Source: an optimization exercise on an open RTL-to-GDS flow (aim: small area and a short achievable clock period). Production flows keep margins and buffers that such runs may drop. At most, simulation tests tie the RTL to the original design; equivalence was not proved. No activity file was given, so power comes from the tool's default toggle rates.

==> module CS, before the edit <==
module CS(Y, X, reset, clk);
input clk, reset;
input [7:0] X;
output [9:0] Y;
reg [7:0] w [1:9];      
reg [3:0] n;            
reg [11:0] S;           
reg [9:1] sel;          
reg [35:0] g;           
function integer idx;   
    input integer i, j;
    idx = (i - 1) * 9 - (i * (i - 1)) / 2 + (j - i) - 1;
endfunction
wire [3:0] n_nxt = reset ? 4'd0 : (n == 4'd9) ? 4'd9 : n + 4'd1;
wire [9:1] v_nxt;       
genvar gv;
generate
    for (gv = 1; gv <= 9; gv = gv + 1) begin : valid
        assign v_nxt[gv] = n_nxt >= gv;
    end
endgenerate
wire [7:0] x9 = (n == 4'd9) ? w[9] : 8'd0;
wire [11:0] P = S - {4'd0, x9};               
wire [11:0] S_nxt = P + {4'd0, X};
wire [7:0] wn [1:9];    
assign wn[1] = X;
genvar gi, gj;
generate
    for (gi = 2; gi <= 9; gi = gi + 1) begin : shift
        assign wn[gi] = w[gi-1];
    end
endgenerate
wire [9:1] q_nxt;       
wire [35:0] g_nxt;      
wire [9:1] sel_nxt;
generate
    assign q_nxt[1] = v_nxt[1] & ({1'b0, X, 3'd0} <= {1'b0, P});
    for (gi = 2; gi <= 9; gi = gi + 1) begin : qual
        wire [11:0] w9x = {1'b0, wn[gi], 3'd0} + {4'd0, wn[gi]};
        assign q_nxt[gi] = v_nxt[gi] & (w9x <= S_nxt);
    end
    for (gj = 2; gj <= 9; gj = gj + 1) begin : order_new
        assign g_nxt[idx(1, gj)] = (X >= w[gj-1]);
    end
    for (gi = 1; gi <= 7; gi = gi + 1) begin : order_old
        for (gj = gi + 1; gj <= 8; gj = gj + 1) begin : pair
            assign g_nxt[idx(gi + 1, gj + 1)] = g[idx(gi, gj)];
        end
    end
    for (gi = 1; gi <= 9; gi = gi + 1) begin : pick
        wire [9:1] ok;
        for (gj = 1; gj <= 9; gj = gj + 1) begin : other
            if (gj < gi) begin : older
                assign ok[gj] = ~q_nxt[gj] | ~g_nxt[idx(gj, gi)];
            end else if (gj > gi) begin : newer
                assign ok[gj] = ~q_nxt[gj] | g_nxt[idx(gi, gj)];
            end else begin : self
                assign ok[gj] = q_nxt[gj];
            end
        end
        assign sel_nxt[gi] = &ok;
    end
endgenerate
integer k2;
always @(posedge clk) begin
    if (reset) S <= 12'd0;
    else S <= S_nxt;
    n <= n_nxt;
    sel <= sel_nxt;
    g <= g_nxt;
    for (k2 = 1; k2 <= 9; k2 = k2 + 1) w[k2] <= wn[k2];
end
reg [7:0] A;
integer m;
always @* begin
    A = 8'd0;
    for (m = 1; m <= 9; m = m + 1) A = A | (w[m] & {8{sel[m]}});
end
wire [12:0] YS = {1'b0, S} + {2'b0, A, 3'd0} + {5'd0, A};
assign Y = YS[12:3];
endmodule
==> flow/config.mk <==
export PLATFORM = sky130hd
export DESIGN_NAME = CS
export DESIGN_NICKNAME = CS
export VERILOG_FILES = /design/flow/design.v
export SDC_FILE = /design/flow/constraint.sdc
export NUM_CORES = 4
export LEC_CHECK = 0
export CAP_MARGIN = 20
export CORE_MARGIN = 2
export CORE_UTILIZATION = 40
export SLEW_MARGIN = 20
==> flow/constraint.sdc <==
create_clock -name core_clock -period 16.0 [get_ports {clk}]
set_input_delay 3.2000 -clock core_clock [delete_from_list [all_inputs] [get_ports {clk}]]
set_output_delay 3.2000 -clock core_clock [all_outputs]
set_load 0.01 [all_outputs]
standard.sh (not shown) runs the stock make flow with config.mk's settings and CLKGATE_MAP_FILE= SYNTH_SCRIPT=/design/flow/synth_recipe.tcl, a recipe that flattens the netlist after the stock synthesis.
==> flow/flow/run.sh <==
#!/bin/bash
# Own layout flow: the standard ORFS flow (standard.sh), with
#  - synthesis mapped by an area-oriented ABC script (flow/abc.script) and
#    without extracting full/half-adder cells,
#  - a setup margin so that repair_timing aims below the clock period.
# Each step's full output goes to its own log file in this folder.
set -uo pipefail
SYNTH_VARS="ABC_AREA=1 ADDER_MAP_FILE= ABC_CLOCK_PERIOD_IN_PS=5000"
LAYOUT_VARS=(SETUP_SLACK_MARGIN=8.5 "BUFFER_PORTS_ARGS=-buffer_cell sky130_fd_sc_hd__buf_2" "CTS_ARGS=-sink_clustering_enable -repair_clock_nets -dont_use_dummy_load -sink_clustering_size 30 -sink_clustering_max_diameter 100 -buf_list sky130_fd_sc_hd__clkbuf_8 -root_buf sky130_fd_sc_hd__clkbuf_16")
rm -rf myscripts
cp -r "$FLOW_HOME/scripts" myscripts
cp flow/abc.script myscripts/abc_area.script
bash standard.sh SCRIPTS_DIR="$PWD/myscripts" $SYNTH_VARS synth > synth.log 2>&1 || exit 1
bash standard.sh "${LAYOUT_VARS[@]}" finish > layout.log 2>&1 || exit 1
==> flow/flow/abc.script <==
strash
dc2
dch -f
map -a
topo
stime -c
buffer -c
upsize -c
dnsize -c
Then changed:
--- a/flow/design.v
+++ b/flow/design.v
@@ -4,7 +4,7 @@
 input [7:0] X;
 output [9:0] Y;
 reg [7:0] w [1:9];      
-reg [3:0] n;            
+reg [9:1] v;            
 reg [11:0] S;           
 reg [9:1] sel;          
 reg [35:0] g;           
@@ -12,17 +12,10 @@
     input integer i, j;
     idx = (i - 1) * 9 - (i * (i - 1)) / 2 + (j - i) - 1;
 endfunction
-wire [3:0] n_nxt = reset ? 4'd0 : (n == 4'd9) ? 4'd9 : n + 4'd1;
-wire [9:1] v_nxt;       
-genvar gv;
-generate
-    for (gv = 1; gv <= 9; gv = gv + 1) begin : valid
-        assign v_nxt[gv] = n_nxt >= gv;
-    end
-endgenerate
-wire [7:0] x9 = (n == 4'd9) ? w[9] : 8'd0;
+wire [7:0] x9 = v[9] ? w[9] : 8'd0;
 wire [11:0] P = S - {4'd0, x9};               
 wire [11:0] S_nxt = P + {4'd0, X};
+wire [9:1] v_nxt = reset ? 9'd0 : {v[8:1], 1'b1};
 wire [7:0] wn [1:9];    
 assign wn[1] = X;
 genvar gi, gj;
@@ -66,17 +59,41 @@
 always @(posedge clk) begin
     if (reset) S <= 12'd0;
     else S <= S_nxt;
-    n <= n_nxt;
+    v <= v_nxt;
     sel <= sel_nxt;
     g <= g_nxt;
     for (k2 = 1; k2 <= 9; k2 = k2 + 1) w[k2] <= wn[k2];
 end
+function [9:0] add10;
+    input [9:0] a, b;
+    reg [9:0] gg, pp, g1, p1;
+    integer l, t;
+    begin
+        gg = a & b;
+        pp = a ^ b;
+        for (l = 1; l < 10; l = l * 2) begin
+            g1 = gg;
+            p1 = pp;
+            for (t = l; t < 10; t = t + 1) begin
+                gg[t] = g1[t] | (p1[t] & g1[t-l]);
+                pp[t] = p1[t] & p1[t-l];
+            end
+        end
+        add10 = a ^ b ^ {gg[8:0], 1'b0};
+    end
+endfunction
 reg [7:0] A;
 integer m;
 always @* begin
     A = 8'd0;
     for (m = 1; m <= 9; m = m + 1) A = A | (w[m] & {8{sel[m]}});
 end
-wire [12:0] YS = {1'b0, S} + {2'b0, A, 3'd0} + {5'd0, A};
-assign Y = YS[12:3];
+wire [2:0] lg = S[2:0] & A[2:0], lp = S[2:0] ^ A[2:0];
+wire c3 = lg[2] | (lp[2] & lg[1]) | (lp[2] & lp[1] & lg[0]);
+wire [9:0] ya = {1'b0, S[11:3]};
+wire [9:0] yb = {2'b0, A};
+wire [9:0] yc = {5'b0, A[7:3]};
+wire [9:0] cs_s = ya ^ yb ^ yc;
+wire [9:0] cs_c = {(ya[8:0] & yb[8:0]) | (ya[8:0] & yc[8:0]) | (yb[8:0] & yc[8:0]), c3};
+assign Y = add10(cs_s, cs_c);
 endmodule
Wire length falls slightly.
Clock skew hardly moves.
Synthesized area rises by a few percent.
Hold slack gains 0.016 ns.
Total power rises by a few percent.
Sequential share of layout area rises by 1.2 points.
Only the layout flow was run in the second run of this note; the RTL was not checked for function there.

## afterwards: timing with drivers on the ports
Ports are ideal in the flow. The routed layouts listed here were re-timed in OpenROAD. Step 1, drivers: a clkbuf_16 drives clk and a buf_2 each remaining input, both assumed. Step 2 times the ports against the registers' clock, not the clock port: input delays grow and output delays shrink by t, the midpoint of the rising clock arrivals with the driver on. a / b / c = no drivers / after step 1 / after step 2; a / b = the first two.
| run | shift t [ns] | setup slack, ns | worst register clock-pin slew, ns |
|---|---|---|---|
| the first run | 0.411 | 8.752 / 8.704 / 8.521 | 0.08 / 0.08 |
| the second run | 0.415 | 8.747 / 8.699 / 8.501 | 0.08 / 0.08 |
After both steps setup and hold are still met in every run listed. For the second run, which loses most, drivers alone change the setup slack by -0.048 ns; drivers and shift together by -0.246 ns.
